Background: an optimization exercise with open tools, aiming at small area, a short achievable clock period and few clock cycles per item. Do not read the settings as production practice.
At most, simulation tests tie the RTL to the original design; equivalence was not proved.

==> run a <==
## MCH
module MCH (
    input               clk,
    input               reset,
    input       [ 7:0]  X,
    input       [ 7:0]  Y,
    output              Done,
    output      [16:0]  area
);
export LEC_CHECK = 0
export CAP_MARGIN = 20
export CORE_MARGIN = 2
export CORE_UTILIZATION = 35
export CTS_CLUSTER_DIAMETER = 60
export CTS_CLUSTER_SIZE = 30
export PLACE_DENSITY = 0.55
export SLEW_MARGIN = 20
create_clock -name core_clock -period 13.0 [get_ports {clk}]
standard.sh (not shown) runs the stock make flow with config.mk's settings and CLKGATE_MAP_FILE= SYNTH_SCRIPT=/design/flow/synth_recipe.tcl, a recipe that flattens the netlist after the stock synthesis.
==> flow/flow/run.sh <==
#!/bin/bash
# Layout flow: the standard flow (standard synthesis, floorplan, placement,
# CTS, routing) unchanged, except that ORFS's timing repair (after CTS and after
# global routing) is asked to leave 9 ns of setup slack instead of 0, so that it
# also speeds up paths that already meet the 13 ns clock. The clock, the I/O
# constraints and everything else are the design's.
set -uo pipefail
cp standard.sh standard_sh.copy.log
export SETUP_SLACK_MARGIN=9
bash standard.sh > standard.log 2>&1
==> run b (differences from run a) <==
==> flow/flow/run.sh (replaced) <==
#!/bin/bash
# Layout flow: the standard flow (standard synthesis, floorplan, placement,
# CTS, routing) unchanged, except that ORFS's timing repair (after CTS and after
# global routing) is asked to leave 9.3 ns of setup slack instead of 0, so that it
# also speeds up paths that already meet the 13 ns clock. The clock, the I/O
# constraints and everything else are the design's.
set -uo pipefail
cp standard.sh standard_sh.copy.log
export SETUP_SLACK_MARGIN=9.3
bash standard.sh > standard.log 2>&1
Settings changed: ABC_AREA from default to 1, CTS_CLUSTER_DIAMETER 60 to 100, CTS_CLUSTER_SIZE 30 to 20, GPL_TIMING_DRIVEN from default to 0.
==> run c (differences from run a) <==
==> flow/flow/run.sh (replaced) <==
#!/bin/bash
# Layout flow: the standard flow (standard synthesis, floorplan, placement,
# CTS, routing) unchanged, except that ORFS's timing repair (after CTS and after
# global routing) is asked to leave 9.4 ns of setup slack instead of 0, so that it
# also speeds up paths that already meet the 13 ns clock. The clock, the I/O
# constraints and everything else are the design's.
set -uo pipefail
cp standard.sh standard_sh.copy.log
export SETUP_SLACK_MARGIN=9.4
bash standard.sh > standard.log 2>&1
Settings changed: ABC_AREA from default to 1, CTS_CLUSTER_DIAMETER 60 to 100, CTS_CLUSTER_SIZE 30 to 20.
==> run notes <==
|  | run a | run c | run b |
|---|---|---|---|
| Result of the run | no timing/DRC/antenna violations | no timing/DRC/antenna violations | no timing/DRC/antenna violations |
| Syn Nets | 7003 | 8867 | 8867 |
| Worst setup path class | register to register | register to output pin | register to output pin |
| Setup Skew | 0.07083 ns | 0.05550 ns | 0.09123 ns |
| Multi-input gate share of total cell area | 0.4744 | 0.4615 | 0.4539 |
| Number of optimization iterations in the first detailed-route pass | 8 | 7 | 8 |
| XOR/XNOR share of the synthesized area | 0.04586 | 0.02175 | 0.02175 |
| Non-clock buffer share | 0.03680 | 0.05090 | 0.06995 |
| Fraction of area in registers | 0.3605 | 0.3557 | 0.3478 |
| Post-synth cell types | 97 | 63 | 63 |
| Timing-limited maximum frequency | 238.1 MHz | 257.1 MHz | 253.5 MHz |
| Worst slew margin relative to its limit | 0.2204 | 0.2226 | 0.2480 |
| Area of the mapped netlist | 63210 µm² | 64840 µm² | 64840 µm² |
| First-pass GRT wire length | 358900 µm | 374000 µm | 401000 µm |
| Num rows | 155 | 157 | 157 |
Testbench counts of run a, summed over its fixed seeds: cycles 15,977, hulls 384.
Testbench counts of run b, summed over its fixed seeds: cycles 15,977, hulls 384.
Testbench counts of run c, summed over its fixed seeds: cycles 15,977, hulls 384.


==> wip/harbor: inputs <==
Starting RTL as in the previous note.
## MCH
module MCH (
    input               clk,
    input               reset,
    input       [ 7:0]  X,
    input       [ 7:0]  Y,
    output              Done,
    output      [16:0]  area
);
==> flow/config.mk <==
export PLATFORM = sky130hd
export DESIGN_NAME = MCH
export DESIGN_NICKNAME = MCH
export VERILOG_FILES = /design/flow/design.v
export SDC_FILE = /design/flow/constraint.sdc
export NUM_CORES = 8
export LEC_CHECK = 0
export ABC_AREA = 1
export CAP_MARGIN = 20
export CORE_MARGIN = 2
export CORE_UTILIZATION = 35
export CTS_CLUSTER_DIAMETER = 100
export CTS_CLUSTER_SIZE = 20
export PLACE_DENSITY = 0.55
export SLEW_MARGIN = 20
==> flow/constraint.sdc <==
create_clock -name core_clock -period 13.0 [get_ports {clk}]
set_input_delay 2.6000 -clock core_clock [delete_from_list [all_inputs] [get_ports {clk}]]
set_output_delay 2.6000 -clock core_clock [all_outputs]
set_load 0.01 [all_outputs]
==> flow/flow/run.sh <==
#!/bin/bash
# Layout flow: the standard flow (standard synthesis, floorplan, placement,
# CTS, routing) unchanged, except that ORFS's timing repair (after CTS and after
# global routing) is asked to leave 9.2 ns of setup slack instead of 0, so that it
# also speeds up paths that already meet the 13 ns clock. The clock, the I/O
# constraints and everything else are the design's.
set -uo pipefail
cp standard.sh standard_sh.copy.log
export SETUP_SLACK_MARGIN=9.2
bash standard.sh > standard.log 2>&1
==> wip/xenon (differences from wip/harbor) <==
==> flow/flow/run.sh (replaced) <==
#!/bin/bash
# Layout flow: the standard flow (standard synthesis, floorplan, placement,
# CTS, routing) unchanged, except that ORFS's timing repair (after CTS and after
# global routing) is asked to leave 9.25 ns of setup slack instead of 0, so that it
# also speeds up paths that already meet the 13 ns clock. The clock, the I/O
# constraints and everything else are the design's.
set -uo pipefail
cp standard.sh standard_sh.copy.log
export SETUP_SLACK_MARGIN=9.25
bash standard.sh > standard.log 2>&1
ABC_AREA = not set   (was 1)
CTS_CLUSTER_DIAMETER = not set   (was 100)
CTS_CLUSTER_SIZE = not set   (was 20)
==> wip/sierra (differences from wip/harbor) <==
==> flow/flow/run.sh (replaced) <==
#!/bin/bash
# Layout flow: the standard flow (standard synthesis, floorplan, placement,
# CTS, routing) unchanged, except that ORFS's timing repair (after CTS and after
# global routing) is asked to leave 9.3 ns of setup slack instead of 0, so that it
# also speeds up paths that already meet the 13 ns clock. The clock, the I/O
# constraints and everything else are the design's.
set -uo pipefail
cp standard.sh standard_sh.copy.log
export SETUP_SLACK_MARGIN=9.3
bash standard.sh > standard.log 2>&1
CORE_UTILIZATION = 45   (was 35)
PLACE_DENSITY = 0.65   (was 0.55)
==> notes <==
- wip/sierra ran to the end with no violations. wip/harbor passed the timing, design-rule and antenna checks. wip/xenon finished clean.
- In synthesized cell count, wip/sierra and wip/harbor do not differ.
- Against wip/xenon, the clock skew of wip/sierra is higher by 0.016 ns.
- Against wip/sierra, the first-iteration DRC count of wip/xenon is smaller by 25%.
- The lowest via count belongs to wip/xenon, the highest to wip/sierra.
- The lowest die area belongs to wip/sierra, the highest to wip/harbor.
- Count of clock-buffer cells in the layout: wip/sierra < wip/harbor < wip/xenon.
Testbench counts of wip/harbor, summed over its fixed seeds: cycles 15,977, hulls 384.
Testbench counts of wip/xenon, summed over its fixed seeds: cycles 15,977, hulls 384.
Testbench counts of wip/sierra, summed over its fixed seeds: cycles 15,977, hulls 384.


==> garnet <==
Starting RTL as in the previous note.
Settings: LEC_CHECK=0, CAP_MARGIN=20, CORE_MARGIN=2, CORE_UTILIZATION=35, CTS_CLUSTER_DIAMETER=100, CTS_CLUSTER_SIZE=20, PLACE_DENSITY=0.55, SLEW_MARGIN=20; clock period 13.0 ns.
==> flow/flow/run.sh <==
#!/bin/bash
# Layout flow: the standard flow (standard synthesis, floorplan, placement,
# CTS, routing) unchanged, except that ORFS's timing repair (after CTS and after
# global routing) is asked to leave 8.7 ns of setup slack instead of 0, so that it
# also speeds up paths that already meet the 13 ns clock. The clock, the I/O
# constraints and everything else are the design's.
set -uo pipefail
cp standard.sh standard_sh.copy.log
export SETUP_SLACK_MARGIN=8.7
bash standard.sh > standard.log 2>&1
==> quartz: changes against garnet <==
==> flow/flow/run.sh (replaced) <==
#!/bin/bash
# Layout flow: the standard flow (standard synthesis, floorplan, placement,
# CTS, routing) unchanged, except that ORFS's timing repair (after CTS and after
# global routing) is asked to leave 8.8 ns of setup slack instead of 0, so that it
# also speeds up paths that already meet the 13 ns clock. The clock, the I/O
# constraints and everything else are the design's.
set -uo pipefail
cp standard.sh standard_sh.copy.log
export SETUP_SLACK_MARGIN=8.8
bash standard.sh > standard.log 2>&1
Settings changed: ABC_AREA from default to 1.
==> maple: changes against garnet <==
==> flow/flow/run.sh (replaced) <==
#!/bin/bash
# Layout flow: the standard flow (standard synthesis, floorplan, placement,
# CTS, routing) unchanged, except that ORFS's timing repair (after CTS and after
# global routing) is asked to leave 9.3 ns of setup slack instead of 0, so that it
# also speeds up paths that already meet the 13 ns clock. The clock, the I/O
# constraints and everything else are the design's.
set -uo pipefail
cp standard.sh standard_sh.copy.log
export SETUP_SLACK_MARGIN=9.3
bash standard.sh > standard.log 2>&1
Settings changed: ABC_AREA from default to 1, TNS_END_PERCENT from default to 20.
==> run notes <==
| metric | quartz | garnet | maple |
|---|---|---|---|
| FILL cells | 19136 | 17693 | 19008 |
| Global-route met2 utilization | 43.4% | 41.2% | 45.8% |
| Minimum clock period after layout | 4.14 ns | 4.34 ns | 3.89 ns |
| Fraction of the core area covered by cells at the end of the flow | 38.1% | 38.8% | 39.1% |
| First-pass GRT wire length | 366000 um | 346000 um | 380000 um |
| Fraction of standard cell area in multi-input logic | 46.3% | 49.1% | 46.2% |
| Worst path depth | 1 | 11 | 1 |
| Count of clock-net buffers in the final layout | 93 | 97 | 95 |
| Startpoint of the most critical hold path | d1force | d1force | rn0 |
| Status | no timing/DRC/antenna violations | no timing/DRC/antenna violations | no timing/DRC/antenna violations |
| Final non-filler cell area | 70000 um2 | 69500 um2 | 71900 um2 |
| DP Worst Slack | 7.24 ns | 7.45 ns | 7.16 ns |
| Wire length on met2 | 117000 um | 113000 um | 125000 um |
| Register fraction of the total cell area | 37.4% | 37.8% | 36.5% |
| Vias in the first global route | 55097 | 49103 | 56036 |
| Number of inverters outside the clock class in the layout | 1251 | 609 | 1251 |
| Buf+Inv Stages, Crit Path | 1 | 3 | 1 |
| Compound-gate portion of the synthesized area | 13.1% | 14.8% | 13.1% |
| Fin crit share | 31.9% | 33.4% | 29.9% |
Testbench counts of garnet, summed over its fixed seeds: cycles 15,977, hulls 384.
Testbench counts of quartz, summed over its fixed seeds: cycles 15,977, hulls 384.
Testbench counts of maple, summed over its fixed seeds: cycles 15,977, hulls 384.


==> inputs of 12-19 <==
Another version of the RTL of MCH (not shown whole).
clock: 13.0 ns
lec_check: 0
cap_margin: 20
core_margin: 2
core_utilization: 25
place_density: 0.45
slew_margin: 20
==> flow/flow/run.sh <==
#!/bin/bash
# Layout flow: the standard flow (standard synthesis, floorplan, placement,
# CTS, routing) unchanged, except that ORFS's timing repair (after CTS and after
# global routing) is asked to leave 9 ns of setup slack instead of 0, so that it
# also speeds up paths that already meet the 13 ns clock. The clock, the I/O
# constraints and everything else are the design's.
set -uo pipefail
cp standard.sh standard_sh.copy.log
export SETUP_SLACK_MARGIN=9
bash standard.sh > standard.log 2>&1
==> inputs of 04-15, as changes to 12-19 <==
Settings changed: CORE_UTILIZATION 25 to 45, PLACE_DENSITY 0.45 to 0.65.
==> inputs of 06-01, as changes to 12-19 <==
--- a/flow/design.v
+++ b/flow/design.v
@@ -14,11 +14,15 @@
 reg        ph;        
 reg  [7:0] px, py;
 reg        pv;
 reg  [7:0] ex [0:N-1];
 reg  [7:0] ey [0:N-1];
-reg  [N-1:0] val, nNE, nNW, nSE, nSW;
+reg  [N-1:0] nNE, nNW, nSE, nSW;
+wire [4:0]   nins = icnt - {4'd0, pv};
+reg  [N-1:0] val;
+integer vi;
+always @(*) for (vi = 0; vi < N; vi = vi + 1) val[vi] = (vi < nins);
 function [1:0] cmp8;   
     input [7:0] a, b;
     integer k;
     reg l, e;
     begin
@@ -48,30 +52,38 @@
 wire [N-1:0] fNW = nNW & ~(upd & ~lt_x &  le_y);
 wire [N-1:0] fSE = nSE & ~(upd &  le_x & ~lt_y);
 wire [N-1:0] fSW = nSW & ~(upd & ~lt_x & ~lt_y);
 wire [N-1:0] kl = val & (lt_x | (eq_x & lt_y));
 wire ins = pv;
+wire [N-1:0] nNEn, nNWn, nSEn, nSWn;
+generate for (g = 0; g < N; g = g + 1) begin : nxt
+    if (g == 0) begin
+        assign nNEn[g] = kl[g] ? fNE[g] : ~dNE_p;
+        assign nNWn[g] = kl[g] ? fNW[g] : ~dNW_p;
+        assign nSEn[g] = kl[g] ? fSE[g] : ~dSE_p;
+        assign nSWn[g] = kl[g] ? fSW[g] : ~dSW_p;
+    end else begin
+        assign nNEn[g] = kl[g] ? fNE[g] : kl[g-1] ? ~dNE_p : fNE[g-1];
+        assign nNWn[g] = kl[g] ? fNW[g] : kl[g-1] ? ~dNW_p : fNW[g-1];
+        assign nSEn[g] = kl[g] ? fSE[g] : kl[g-1] ? ~dSE_p : fSE[g-1];
+        assign nSWn[g] = kl[g] ? fSW[g] : kl[g-1] ? ~dSW_p : fSW[g-1];
+    end
+end endgenerate
 integer i;
 always @(posedge clk) begin
     px <= X;
     py <= Y;
-    if (state == S_READ && icnt == 5'd0) begin
-        val <= {N{1'b0}};
-    end else if (ins) begin
+    if (ins) begin
+        nNE <= nNEn; nNW <= nNWn; nSE <= nSEn; nSW <= nSWn;
         for (i = 0; i < N; i = i + 1) begin
             if (kl[i]) begin
-                nNE[i] <= fNE[i]; nNW[i] <= fNW[i]; nSE[i] <= fSE[i]; nSW[i] <= fSW[i];
             end else if (i == 0 || kl[i-1]) begin
-                ex[i] <= px; ey[i] <= py; val[i] <= 1'b1;
-                nNE[i] <= ~dNE_p; nNW[i] <= ~dNW_p; nSE[i] <= ~dSE_p; nSW[i] <= ~dSW_p;
+                ex[i] <= px; ey[i] <= py;
             end else begin
-                ex[i] <= ex[i-1]; ey[i] <= ey[i-1]; val[i] <= val[i-1];
-                nNE[i] <= fNE[i-1]; nNW[i] <= fNW[i-1]; nSE[i] <= fSE[i-1]; nSW[i] <= fSW[i-1];
+                ex[i] <= ex[i-1]; ey[i] <= ey[i-1];
             end
         end
-    end else if (pv) begin
-        nNE <= fNE; nNW <= fNW; nSE <= fSE; nSW <= fSW;
     end
 end
 function [N-1:0] lowest;   
     input [N-1:0] m;
     integer k;
@@ -88,14 +100,13 @@
         highest = {N{1'b0}};
         for (k = 0; k < N; k = k + 1)
             if (m[k]) begin highest = {N{1'b0}}; highest[k] = 1'b1; end
     end
 endfunction
-wire [N-1:0] lastv = val & ~{1'b0, val[N-1:1]};
-wire [N-1:0] ends  = {{(N-1){1'b0}}, 1'b1} | lastv;
-wire [N-1:0] relU  = val & (nNE | nNW | ends);
-wire [N-1:0] relD  = val & (nSE | nSW | ends);
+wire [N-1:0] ends  = {1'b1, {(N-2){1'b0}}, 1'b1};
+wire [N-1:0] relU  = nNEn | nNWn | ends;    
+wire [N-1:0] relD  = nSEn | nSWn | ends;
 reg [7:0] tx0, ty0, sx0, sy0, hx0, hy0, qx0, qy0, nx0, ny0;
 reg [7:0] tx1, ty1, sx1, sy1, hx1, hy1, qx1, qy1, nx1, ny1;
 reg [4:0] tp0, sp0, hp0, qp0, np0;
 reg [4:0] tp1, sp1, hp1, qp1, np1;
 reg       qok0, nok0, first0, rdn0, rdh0;
@@ -104,17 +115,16 @@
 wire scan = (state == S_SCAN);
 reg  [N-1:0] rem0, rem1, deep0, deep1;
 reg        rq0, rn0, rq1, rn1;                   
 wire       rdh = ph ? rdh0 : rdh1;
 reg  [N-1:0] nsel0, nsel1, hsel0, hsel1;
-reg          wait2;
 wire [N-1:0] sel = rdh ? (ph ? hsel0 : hsel1) : (ph ? nsel0 : nsel1);
 wire [N-1:0] relU1 = relU & ~{{(N-1){1'b0}}, 1'b1};
 wire [N-1:0] relD1 = relD & ~{{(N-1){1'b0}}, 1'b1};
 always @(posedge clk) begin
-    nsel0 <= wait2 ? lowest(relU1) : lowest(rem0);
-    nsel1 <= wait2 ? lowest(relD1) : lowest(rem1);
+    nsel0 <= (state == S_WAIT) ? lowest(relU1) : lowest(rem0);
+    nsel1 <= (state == S_WAIT) ? lowest(relD1) : lowest(rem1);
     hsel0 <= highest(deep0);
     hsel1 <= highest(deep1);
 end
 reg  [7:0] rx, ry;
 reg  [4:0] rp;
@@ -1051,26 +1061,20 @@
 wire [7:0] Nx = cn ? nx1 : nx0, Ny = cn ? ny1 : ny0;
 wire       Sv = cn ? sv1 : sv0, Hv = cn ? hv1 : hv0;
 wire       Qok = cn ? qok1 : qok0, Nok = cn ? nok1 : nok0;
 wire       Frst = cn ? first1 : first0;
 wire       hasop = s2v;                        
-wire [7:0] ks_x = Sx, ks_y = Sy, kt_x = Tx, kt_y = Ty, kq_x = Qx, kq_y = Qy;
-wire [7:0] us_x = Tx, us_y = Ty, ut_x = Qx, ut_y = Qy, uq_x = Nx, uq_y = Ny;
-wire [7:0] os_x = Hx, os_y = Hy, ot_x = Sx, ot_y = Sy, oq_x = Qx, oq_y = Qy;
-wire [7:0] k1x = cn ? kq_x : kt_x, k1y = cn ? kq_y : kt_y, k2x = cn ? kt_x : kq_x, k2y = cn ? kt_y : kq_y;
-wire [7:0] u1x = cn ? uq_x : ut_x, u1y = cn ? uq_y : ut_y, u2x = cn ? ut_x : uq_x, u2y = cn ? ut_y : uq_y;
-wire [7:0] o1x = cn ? oq_x : ot_x, o1y = cn ? oq_y : ot_y, o2x = cn ? ot_x : oq_x, o2y = cn ? ot_y : oq_y;
-wire [7:0] kA = k1x - ks_x, kD = k2x - ks_x;
-wire [8:0] kB = {1'b0, k2y} - {1'b0, ks_y}, kC = {1'b0, ks_y} - {1'b0, k1y};
-wire [7:0] uA = u1x - us_x, uD = u2x - us_x;
-wire [8:0] uB = {1'b0, u2y} - {1'b0, us_y}, uC = {1'b0, us_y} - {1'b0, u1y};
-wire [7:0] oA = o1x - os_x, oD = o2x - os_x;
-wire [8:0] oB = {1'b0, o2y} - {1'b0, os_y}, oC = {1'b0, os_y} - {1'b0, o1y};
-wire [7:0] kW = kq_x - kt_x, uW = uq_x - ut_x;
-wire [8:0] kH = {1'b0, kq_y} + {1'b0, kt_y}, uH = {1'b0, uq_y} + {1'b0, ut_y};
 wire useu = hasop && push;
 wire useo = hasop && pop;
+wire [7:0] ps_x = useo ? Hx : useu ? Tx : Sx, ps_y = useo ? Hy : useu ? Ty : Sy;
+wire [7:0] pt_x = useo ? Sx : useu ? Qx : Tx, pt_y = useo ? Sy : useu ? Qy : Ty;
+wire [7:0] pq_x = useu ? Nx : Qx, pq_y = useu ? Ny : Qy;
+wire [7:0] o1x = cn ? pq_x : pt_x, o1y = cn ? pq_y : pt_y, o2x = cn ? pt_x : pq_x, o2y = cn ? pt_y : pq_y;
+wire [7:0] nA = o1x - ps_x, nD = o2x - ps_x;
+wire [8:0] nB = {1'b0, o2y} - {1'b0, ps_y}, nC = {1'b0, ps_y} - {1'b0, o1y};
+wire [7:0] nW = pq_x - pt_x;
+wire [8:0] nH = {1'b0, pq_y} + {1'b0, pt_y};
 wire nv   = scan && (cn ? (scnt >= 3'd2) : (scnt >= 3'd1)) && (useu ? Nok : (useo ? 1'b1 : Qok));
 reg  [16:0] acc;
 reg         done_r;
 always @(posedge clk) begin
     q0r <= row0; q1r <= row1;
@@ -1079,29 +1083,19 @@
     trneg <= d1first & d1c;
     s2c <= d1c; s2force <= d1force;
     if (state == S_WAIT) acc <= 17'd0;
     else if (s2v) acc <= pop ? acc_p : acc_k;
     d1c <= cn;
-    if (useo) begin
-        dA <= oA; dB <= oB; dC <= oC; dD <= oD;
-        d1first <= 1'b0;
-        d1force <= !Hv;
-    end else if (useu) begin
-        dA <= uA; dB <= uB; dC <= uC; dD <= uD; dW <= uW; dH <= uH;
-        d1first <= 1'b1;
-        d1force <= 1'b0;
-    end else begin
-        dA <= kA; dB <= kB; dC <= kC; dD <= kD; dW <= kW; dH <= kH;
-        d1first <= Frst;
-        d1force <= !Sv;
-    end
+    dA <= nA; dB <= nB; dC <= nC; dD <= nD; dW <= nW; dH <= nH;
+    d1first <= useu | (!useo & Frst);
+    d1force <= useo ? !Hv : useu ? 1'b0 : !Sv;
 end
 always @(posedge clk) begin
     rdn0 <= 1'b0; rdh0 <= 1'b0;
     rdn1 <= 1'b0; rdh1 <= 1'b0;
-    rq0 <= wait2;
-    if (wait2) begin rem0 <= relU1; rem1 <= relD1; end
+    rq0 <= (state == S_WAIT);
+    if (state == S_WAIT) begin rem0 <= relU1; rem1 <= relD1; end
     rq1 <= rq0;
     rn0 <= rq1;
     rn1 <= rn0;
     if (rq0) begin
         tx0 <= ex[0]; ty0 <= ey[0]; tp0 <= 5'd0; first0 <= 1'b1; sv0 <= 1'b0; hv0 <= 1'b0; deep0 <= {N{1'b0}};
@@ -1161,11 +1155,10 @@
         scnt <= 3'd0;
         ph <= 1'b0;
         d1v <= 1'b0;
         s2v <= 1'b0;
         done_r <= 1'b0;
-        wait2 <= 1'b0;
     end else begin
         pv <= (state == S_READ);
         s2v <= d1v;
         d1v <= nv;
         done_r <= 1'b0;
@@ -1173,17 +1166,13 @@
             S_READ: begin
                 icnt <= icnt + 5'd1;
                 if (icnt == 5'd19) state <= S_WAIT;
             end
             S_WAIT: begin
-                wait2 <= 1'b1;
-                if (wait2) begin
-                wait2 <= 1'b0;
                 state <= S_SCAN;
                 scnt <= 3'd0;
                 ph <= 1'b1;
-                end
             end
             S_SCAN: begin
                 ph <= ~ph;
                 if (scnt != 3'd4) scnt <= scnt + 3'd1;
                 if (fin) begin
Settings changed: CORE_UTILIZATION 25 to 35, PLACE_DENSITY 0.45 to 0.55.
==> inputs of 04-18, as changes to 12-19 <==
--- a/flow/design.v
+++ b/flow/design.v
@@ -1051,26 +1051,20 @@
 wire [7:0] Nx = cn ? nx1 : nx0, Ny = cn ? ny1 : ny0;
 wire       Sv = cn ? sv1 : sv0, Hv = cn ? hv1 : hv0;
 wire       Qok = cn ? qok1 : qok0, Nok = cn ? nok1 : nok0;
 wire       Frst = cn ? first1 : first0;
 wire       hasop = s2v;                        
-wire [7:0] ks_x = Sx, ks_y = Sy, kt_x = Tx, kt_y = Ty, kq_x = Qx, kq_y = Qy;
-wire [7:0] us_x = Tx, us_y = Ty, ut_x = Qx, ut_y = Qy, uq_x = Nx, uq_y = Ny;
-wire [7:0] os_x = Hx, os_y = Hy, ot_x = Sx, ot_y = Sy, oq_x = Qx, oq_y = Qy;
-wire [7:0] k1x = cn ? kq_x : kt_x, k1y = cn ? kq_y : kt_y, k2x = cn ? kt_x : kq_x, k2y = cn ? kt_y : kq_y;
-wire [7:0] u1x = cn ? uq_x : ut_x, u1y = cn ? uq_y : ut_y, u2x = cn ? ut_x : uq_x, u2y = cn ? ut_y : uq_y;
-wire [7:0] o1x = cn ? oq_x : ot_x, o1y = cn ? oq_y : ot_y, o2x = cn ? ot_x : oq_x, o2y = cn ? ot_y : oq_y;
-wire [7:0] kA = k1x - ks_x, kD = k2x - ks_x;
-wire [8:0] kB = {1'b0, k2y} - {1'b0, ks_y}, kC = {1'b0, ks_y} - {1'b0, k1y};
-wire [7:0] uA = u1x - us_x, uD = u2x - us_x;
-wire [8:0] uB = {1'b0, u2y} - {1'b0, us_y}, uC = {1'b0, us_y} - {1'b0, u1y};
-wire [7:0] oA = o1x - os_x, oD = o2x - os_x;
-wire [8:0] oB = {1'b0, o2y} - {1'b0, os_y}, oC = {1'b0, os_y} - {1'b0, o1y};
-wire [7:0] kW = kq_x - kt_x, uW = uq_x - ut_x;
-wire [8:0] kH = {1'b0, kq_y} + {1'b0, kt_y}, uH = {1'b0, uq_y} + {1'b0, ut_y};
 wire useu = hasop && push;
 wire useo = hasop && pop;
+wire [7:0] ps_x = useo ? Hx : useu ? Tx : Sx, ps_y = useo ? Hy : useu ? Ty : Sy;
+wire [7:0] pt_x = useo ? Sx : useu ? Qx : Tx, pt_y = useo ? Sy : useu ? Qy : Ty;
+wire [7:0] pq_x = useu ? Nx : Qx, pq_y = useu ? Ny : Qy;
+wire [7:0] o1x = cn ? pq_x : pt_x, o1y = cn ? pq_y : pt_y, o2x = cn ? pt_x : pq_x, o2y = cn ? pt_y : pq_y;
+wire [7:0] nA = o1x - ps_x, nD = o2x - ps_x;
+wire [8:0] nB = {1'b0, o2y} - {1'b0, ps_y}, nC = {1'b0, ps_y} - {1'b0, o1y};
+wire [7:0] nW = pq_x - pt_x;
+wire [8:0] nH = {1'b0, pq_y} + {1'b0, pt_y};
 wire nv   = scan && (cn ? (scnt >= 3'd2) : (scnt >= 3'd1)) && (useu ? Nok : (useo ? 1'b1 : Qok));
 reg  [16:0] acc;
 reg         done_r;
 always @(posedge clk) begin
     q0r <= row0; q1r <= row1;
@@ -1079,23 +1073,13 @@
     trneg <= d1first & d1c;
     s2c <= d1c; s2force <= d1force;
     if (state == S_WAIT) acc <= 17'd0;
     else if (s2v) acc <= pop ? acc_p : acc_k;
     d1c <= cn;
-    if (useo) begin
-        dA <= oA; dB <= oB; dC <= oC; dD <= oD;
-        d1first <= 1'b0;
-        d1force <= !Hv;
-    end else if (useu) begin
-        dA <= uA; dB <= uB; dC <= uC; dD <= uD; dW <= uW; dH <= uH;
-        d1first <= 1'b1;
-        d1force <= 1'b0;
-    end else begin
-        dA <= kA; dB <= kB; dC <= kC; dD <= kD; dW <= kW; dH <= kH;
-        d1first <= Frst;
-        d1force <= !Sv;
-    end
+    dA <= nA; dB <= nB; dC <= nC; dD <= nD; dW <= nW; dH <= nH;
+    d1first <= useu | (!useo & Frst);
+    d1force <= useo ? !Hv : useu ? 1'b0 : !Sv;
 end
 always @(posedge clk) begin
     rdn0 <= 1'b0; rdh0 <= 1'b0;
     rdn1 <= 1'b0; rdh1 <= 1'b0;
     rq0 <= wait2;
==> flow/flow/run.sh (replaced) <==
#!/bin/bash
# Layout flow: the standard flow (standard synthesis, floorplan, placement,
# CTS, routing) unchanged, except that ORFS's timing repair (after CTS and after
# global routing) is asked to leave 9.25 ns of setup slack instead of 0, so that it
# also speeds up paths that already meet the 13 ns clock. The clock, the I/O
# constraints and everything else are the design's.
set -uo pipefail
cp standard.sh standard_sh.copy.log
export SETUP_SLACK_MARGIN=9.25
bash standard.sh > standard.log 2>&1
Settings changed: ABC_AREA set to 1, CORE_UTILIZATION 25 to 35, CTS_CLUSTER_DIAMETER set to 100, CTS_CLUSTER_SIZE set to 20, PLACE_DENSITY 0.45 to 0.55.
==> comparison <==
12-19 passed the timing, design-rule and antenna checks. 04-15 completed with no timing, DRC or antenna violations. 06-01 passed the timing, design-rule and antenna checks. 04-18 completed without violations. Between 06-01 and 04-18, the lower worst hold slack is in 04-18 (gap 16 ps). Design area: 04-18 < 04-15 < 12-19 < 06-01. In sequential cell count, 04-18 and 12-19 do not differ. Routed wire length: 12-19 > 06-01 > 04-18 > 04-15.
==> figures <==
|  | 04-15 | 06-01 | 04-18 | 12-19 |
|---|---|---|---|---|
| Result of the run | finished clean | finished clean | finished clean | finished clean |
| Number of gates resized after cts | 199 | 738 | 364 | 291 |
| Met2 routing resource usage after global routing | 51.89% | 41.89% | 44.75% | 33.72% |
| Half-perimeter wire length of the detailed placement result | 177900 um | 176200 um | 191100 um | 198100 um |
| Maximum cell stage delay along the critical path | 520 ps | 500 ps | 400 ps | 550 ps |
| Seq cells post-synth | 976 | 955 | 976 | 976 |
| Drt via density | 6.063 | 5.769 | 5.435 | 5.126 |
| Post-synth ARST share | 1.639% | 1.571% | 1.639% | 1.639% |
| Die span in x | 386.2 um | 430.0 um | 434.4 um | 516.8 um |
Testbench counts of 12-19, summed over its fixed seeds: cycles 15,977, hulls 384.
Testbench counts of 04-15, summed over its fixed seeds: cycles 15,977, hulls 384.
Testbench counts of 04-18, summed over its fixed seeds: cycles 15,977, hulls 384.
The RTL of 06-01 was laid out without a check of its function.

## re-timing with driven ports
No port has a modelled driver above. Below, the same layouts with a new extraction and two added sets of constraints. Step 1, drivers: a clkbuf_16 drives clk and a buf_2 each remaining input, both assumed. Step 2 also shifts input and output timing later by t, the mid clock arrival at the registers, as if the neighbouring blocks saw the same clock. Three values: ideal, step 1, step 2; two values: the first two.
run	shift t [ns]	slack for setup (ns)	slew at the worst register clock pin (ns)	worst slew at a driven data input, ns
run a	0.857	8.801 / 8.801 / 8.801	0.08 / 0.08	0.08
run b	0.835	9.055 / 8.965 / 9.128	0.11 / 0.11	0.04
run c	0.839	9.110 / 9.015 / 9.267	0.11 / 0.11	0.04
wip/harbor	0.814	9.164 / 9.075 / 9.180	0.11 / 0.11	0.04
wip/xenon	0.826	8.758 / 8.758 / 8.758	0.07 / 0.07	0.07
wip/sierra	0.815	9.168 / 9.085 / 9.174	0.10 / 0.10	0.19
garnet	0.819	8.657 / 8.657 / 8.657	0.11 / 0.11	0.05
quartz	0.835	8.856 / 8.768 / 8.879	0.11 / 0.11	0.04
maple	0.828	9.111 / 9.023 / 9.163	0.11 / 0.11	0.04
12-19	0.868	8.818 / 8.802 / 8.818	0.07 / 0.07	0.05
04-15	0.824	8.838 / 8.838 / 8.838	0.07 / 0.07	0.10
06-01	0.846	8.340 / 8.340 / 8.340	0.07 / 0.07	0.05
04-18	0.811	9.162 / 9.071 / 9.270	0.10 / 0.10	0.03
After both steps setup and hold are still met in every run listed.
